Context: an optimization exercise on an open-source flow, tuned for small area. The choices shown serve that exercise and are no tape-out recipe. The RTL was checked by simulation tests, not by an equivalence proof against the original design. Power figures rest on the tool's default switching activity, not on a simulated workload.

==> flow/design.v <==
module edge_detector(
  input  logic clk,
  input  logic rst,
  input  logic in,
  output logic out
);
  logic [1:0] s_reg;
  always_ff @(posedge clk,posedge rst) begin
    if (rst)
      s_reg <= 2'b0;
    else begin
      s_reg[1] <= s_reg[0];
      s_reg[0] <= in;
    end
  end
  assign out = ~s_reg[1] & s_reg[0];
endmodule
module cellCA_sv(
	input logic self,
	input logic [2:0] vs,
	input logic [2:0] vc,
	output logic next);
logic p0, p1, q0, q1, h, c;
assign {p1, p0} = {1'b0, vs[0]} + {1'b0, vs[1]} + {1'b0, vs[2]};
assign {q1, q0} = {1'b0, vc[0]} + {1'b0, vc[1]} + {1'b0, vc[2]};
assign h = p1 ^ q0;
assign c = p1 & q0;
assign next = (p0 & h & ~(c | q1)) | (self & ~p0 & ~h & (c ^ q1));
endmodule
module PanelDisplay (
	input logic clk,
	input logic rst,
	input logic cellOn,
	output logic [4:0] cellRow,
	output logic [5:0] cellCol,
	output logic [4:0] cycle20,
	output logic hsync,
	output logic vsync,
	output logic [3:0] red,
	output logic [3:0] green,
	output logic [3:0] blue);
  logic half;            
  logic [3:0] hOne;      
  logic [1:0] hTen;      
  logic [5:0] hCell;     
  logic [4:0] vLine;     
  logic [4:0] vCell;     
  logic hOneEnd, hTenEnd, lineEnd;
  assign hOneEnd = !half && hOne == 4'd9;
  assign hTenEnd = hOneEnd && (hTen == 2'd2 || (hCell == 6'd34 && hTen == 2'd1));
  assign lineEnd = hOneEnd && hCell == 6'd31 && hTen == 2'd0;
  always_ff @(posedge clk, posedge rst) begin
    if (rst) begin
      half <= 1'b0;
      hOne <= 4'd0;
      hTen <= 2'd1;      
      hCell <= 6'd31;
      vLine <= 5'd0;
      vCell <= 5'd0;
    end else begin
      half <= !half;
      if (!half)
        hOne <= (hOne == 4'd9) ? 4'd0 : hOne + 4'd1;
      if (hOneEnd)
        hTen <= hTenEnd ? 2'd0 : hTen + 2'd1;
      if (hTenEnd)
        hCell <= (hCell == 6'd34) ? 6'd0 : hCell + 6'd1;
      if (lineEnd) begin
        if (vLine == 5'd29 || (vCell == 5'd22 && vLine == 5'd5)) begin
          vLine <= 5'd0;
          vCell <= (vCell == 5'd22) ? 5'd0 : vCell + 5'd1;
        end else
          vLine <= vLine + 5'd1;
      end
    end
  end
  assign cellRow = vCell;
  assign cellCol = hCell;
  logic [3:0] hOneLag;
  assign hOneLag = !half ? hOne : (hOne == 4'd0) ? 4'd9 : hOne - 4'd1;
  assign cycle20 = {hOneLag, half};
  logic hsLow;
  always_comb begin
    if (hCell > 6'd25 && hCell < 6'd29)
      hsLow = 1'b1;
    else if (hCell == 6'd25)
      hsLow = hTen != 2'd0 || hOne >= 4'd6;
    else if (hCell == 6'd29)
      hsLow = hTen == 2'd0 && hOne <= 4'd5;
    else
      hsLow = 1'b0;
  end
  assign hsync = !hsLow;
  assign vsync = !(vCell == 5'd21 && vLine >= 5'd7 && vLine <= 5'd12);
  logic leftBar, rightBar, board, grid;
  assign leftBar = hCell > 6'd31 || (hCell == 6'd31 && hTen != 2'd0);   
  assign rightBar = (hCell >= 6'd20 && hCell <= 6'd22) || (hCell == 6'd23 && hTen == 2'd0);  
  assign board = hCell < 6'd20;                                           
  assign grid = (hTen == 2'd2 && hOne == 4'd9) || vLine == 5'd29;
  always_comb begin
    red = 4'b0000;
    green = 4'b0000;
    blue = 4'b0000;
    if (vCell < 5'd20) begin
      if (leftBar || rightBar) begin
        red = 4'b1111;
        green = 4'b1001;
        blue = 4'b1111;
      end else if (board) begin
        if (grid)
          red = 4'b1111;
        else if (cellOn) begin
          red = 4'b1111;
          green = 4'b1111;
          blue = 4'b1111;
        end
      end
    end
  end
endmodule
module GameOfLife_20(
	input logic clk,
	input logic rst,
	input logic load,
	input logic [4:0] load_row,  
	input logic [19:0] load_data,  
	input logic speedButton,  
	output logic vsync_out,
	output logic hsync_out,
	output logic [3:0] red,
	output logic [3:0] green,
	output logic [3:0] blue);
localparam int QN = 6;
logic vsync, hsync;
logic edgeDet, speedButtonEdge, step;
logic [1:0] vsync_edge;
logic [1:0] speedCounter;
logic [9:0][19:0] ringE, ringO;
logic [4:0] cycle20;      
logic [3:0] pair;         
logic sweep;              
logic sweepReg;
logic clearing;           
assign pair = (cycle20 >= 5'd10) ? 4'(cycle20 - 5'd10) : cycle20[3:0];
assign sweep = step | sweepReg;
always_ff @(posedge clk, posedge rst) begin
	if (rst) begin
		sweepReg <= 1'b1;
		clearing <= 1'b1;
	end else begin
		sweepReg <= sweep & (pair != 4'd9);
		clearing <= clearing & (pair != 4'd9);
	end
end
logic rowOk, pending, enq;
logic [3:0] lpair;
logic [4:0] dsum;
logic [3:0] dslot;
logic [9:0] ldE, ldO;
assign rowOk = load && (load_row < 5'd20);
assign lpair = load_row[4:1];
assign pending = sweep && (lpair > pair);    
assign enq = rowOk && pending;
assign dsum = {1'b0, lpair} + 5'd9 - {1'b0, pair};
assign dslot = (dsum >= 5'd10) ? 4'(dsum - 5'd10) : dsum[3:0];
always_comb
	for (int s = 0; s < 10; s++) begin
		ldE[s] = rowOk && !pending && !load_row[0] && (dslot == 4'(s));
		ldO[s] = rowOk && !pending && load_row[0] && (dslot == 4'(s));
	end
logic [QN-1:0] qv;
logic [QN-1:0][4:0] qtag;
logic [QN-1:0][19:0] qdata;
logic [QN-1:0] qhit, qfree, qalloc, qwr, qcm;
logic qanyhit, qcommitE, qcommitO;
logic [19:0] qoutE, qoutO;
always_comb begin
	qanyhit = 1'b0;
	qcommitE = 1'b0;
	qcommitO = 1'b0;
	qoutE = 20'd0;
	qoutO = 20'd0;
	for (int i = 0; i < QN; i++) begin
		qhit[i] = qv[i] && (qtag[i] == load_row);
		qcm[i] = sweep && qv[i] && (qtag[i][4:1] == pair);
		qfree[i] = !qv[i] || qcm[i];    
		qanyhit |= qhit[i];
		if (qcm[i] && !qtag[i][0]) begin
			qcommitE = 1'b1;
			qoutE |= qdata[i];
		end
		if (qcm[i] && qtag[i][0]) begin
			qcommitO = 1'b1;
			qoutO |= qdata[i];
		end
	end
	for (int i = 0; i < QN; i++) begin
		qalloc[i] = qfree[i];
		for (int k = 0; k < i; k++)
			if (qfree[k]) qalloc[i] = 1'b0;
		qwr[i] = enq && (qanyhit ? qhit[i] : qalloc[i]);
	end
end
always_ff @(posedge clk, posedge rst) begin
	if (rst)
		qv <= '0;
	else
		for (int i = 0; i < QN; i++)
			if (qwr[i])
				qv[i] <= 1'b1;
			else if (qcm[i])
				qv[i] <= 1'b0;
end
always_ff @(posedge clk)
	for (int i = 0; i < QN; i++)
		if (qwr[i]) begin
			qtag[i] <= load_row;
			qdata[i] <= load_data;
		end
logic [19:0] lineBuf;
logic [19:0] rowA, rowE, rowO, rowB, newE, newO;
assign rowA = (pair == 4'd0) ? 20'd0 : lineBuf;
assign rowE = ringE[0];
assign rowO = ringO[0];
assign rowB = (pair == 4'd9) ? 20'd0 : ~ringE[1];
logic [21:0] vsE, vcE, vsO, vcO;   
assign vsE[0] = 1'b0;
assign vcE[0] = 1'b0;
assign vsE[21] = 1'b0;
assign vcE[21] = 1'b0;
assign vsO[0] = 1'b0;
assign vcO[0] = 1'b0;
assign vsO[21] = 1'b0;
assign vcO[21] = 1'b0;
genvar j;
generate
for (j = 0; j < 20; j++) begin : g_col
	assign {vcE[j+1], vsE[j+1]} = {1'b0, rowA[j]} + {1'b0, rowE[j]} + {1'b0, rowO[j]};
	assign {vcO[j+1], vsO[j+1]} = {1'b0, rowE[j]} + {1'b0, rowO[j]} + {1'b0, rowB[j]};
	cellCA_sv u_cellE (.self(rowE[j]), .vs(vsE[j+2:j]), .vc(vcE[j+2:j]), .next(newE[j]));
	cellCA_sv u_cellO (.self(rowO[j]), .vs(vsO[j+2:j]), .vc(vcO[j+2:j]), .next(newO[j]));
end
endgenerate
logic [19:0] wpE, wpO;
always_comb begin
	if (sweep) begin
		wpE = qcommitE ? qoutE : clearing ? 20'd0 : newE;
		wpO = qcommitO ? qoutO : clearing ? 20'd0 : newO;
	end else begin
		wpE = ringE[0];
		wpO = ringO[0];
	end
end
always_ff @(posedge clk) begin
	for (int s = 0; s < 9; s++) begin
		ringE[s] <= ldE[s] ? ((s % 2 == 1) ? ~load_data : load_data) : ~ringE[s+1];
		ringO[s] <= ldO[s] ? ((s % 2 == 1) ? ~load_data : load_data) : ~ringO[s+1];
	end
	ringE[9] <= ldE[9] ? ~load_data : ~wpE;
	ringO[9] <= ldO[9] ? ~load_data : ~wpO;
end
logic [4:0] cellRow;
logic [5:0] cellCol;
always_ff @(posedge clk) begin
	if (rowOk && load_row == cellRow)
		lineBuf <= load_data;
	else if (sweep || cellRow[4:1] == pair)
		lineBuf <= (sweep || cellRow[0]) ? ringO[0] : ringE[0];
end
PanelDisplay panel(.clk(clk), .rst(rst), .cellOn(lineBuf[cellCol[4:0]]),
                   .cellRow(cellRow), .cellCol(cellCol), .cycle20(cycle20), .hsync(hsync),
                   .vsync(vsync), .red(red), .green(green), .blue(blue));
assign vsync_out = vsync;
assign hsync_out = hsync;
edge_detector vsync_edge_det(.clk(clk), .rst(rst), .in(vsync), .out(edgeDet));
edge_detector speedButton_edge(.clk(clk), .rst(rst), .in(speedButton), .out(speedButtonEdge));
always_ff @(posedge clk, posedge rst) begin
	if (rst)
		speedCounter <= 2'd0;
	else if (speedButtonEdge)
		speedCounter <= speedCounter + 2'd1;
end
assign step = edgeDet && ({1'b0, vsync_edge} >= 3'd3 - {1'b0, speedCounter});
always_ff @(posedge clk, posedge rst) begin
	if (rst)
		vsync_edge <= 2'd0;
	else if (edgeDet) begin
		if (step)
			vsync_edge <= 2'd0;
		else
			vsync_edge <= vsync_edge + 2'd1;
	end
end
endmodule
Settings: LEC_CHECK=0, CAP_MARGIN=10, CORE_MARGIN=2, CORE_UTILIZATION=70, SLEW_MARGIN=0; clock period 10.0 ns.
standard.sh (not shown) runs the stock make flow with config.mk's settings and CLKGATE_MAP_FILE= SYNTH_SCRIPT=/design/flow/synth_recipe.tcl, a recipe that flattens the netlist after the stock synthesis.
==> flow/flow/run.sh <==
#!/bin/bash
set -e
export CTS_ARGS="-sink_clustering_enable -repair_clock_nets -buf_list sky130_fd_sc_hd__clkbuf_4 -dont_use_dummy_load"
export BUFFER_PORTS_ARGS="-buffer_cell sky130_fd_sc_hd__buf_1"
bash standard.sh > standard_run.log 2>&1
The first run finished with max-capacitance violations, max-slew violations left.
Rerun with:
==> flow/flow/run.sh (replaced) <==
#!/bin/bash
set -e
export CTS_ARGS="-sink_clustering_enable -repair_clock_nets -buf_list sky130_fd_sc_hd__clkbuf_2 -sink_clustering_size 6 -sink_buffer_max_cap_derate 0.7 -dont_use_dummy_load"
export BUFFER_PORTS_ARGS="-buffer_cell sky130_fd_sc_hd__buf_1"
bash standard.sh > standard_run.log 2>&1
CAP_MARGIN = 0   (was 10)
=> With this change the flow went through all stages and came out clean; fmax goes down by 0.82%; total power goes down by 3.5%; final cell count barely changes; sequential power is about the same; first-iteration DRC count goes up by 0.78%; critical path depth does not change; count of clock-buffer cells in the layout goes down by 4; worst setup slack gets worse by 0.062 ns; core utilization goes down by 0.99 points; sequential share of layout area goes up by 0.60 points.

## static timing again, ports no longer ideal
In the flow no input, the clock included, has a driving cell. The finished layouts below were timed again as built, in two steps. Step 1 sets driving cells, clkbuf_16 on the clock port and buf_2 on the other inputs (assumed; they add their load-dependent delay and slew). Step 2, shift: input delay + t, output delay - t, t = (earliest + latest rising clock arrival at the registers) / 2. This alone moves slack from input paths to output paths. a / b / c = ideal / step 1 / step 2; a / b = the first two.
| run | t (ns) | setup WS [ns] | slew at the worst register clock pin (ns) | cell pins on the clock port's net |
|---|---|---|---|---|
| the first run | 1.017 | 2.525 / 2.525 / 2.525 | 0.08 / 0.08 | 1 |
| the second run | 1.335 | 2.463 / 2.463 / 2.463 | 0.12 / 0.12 | 1 |
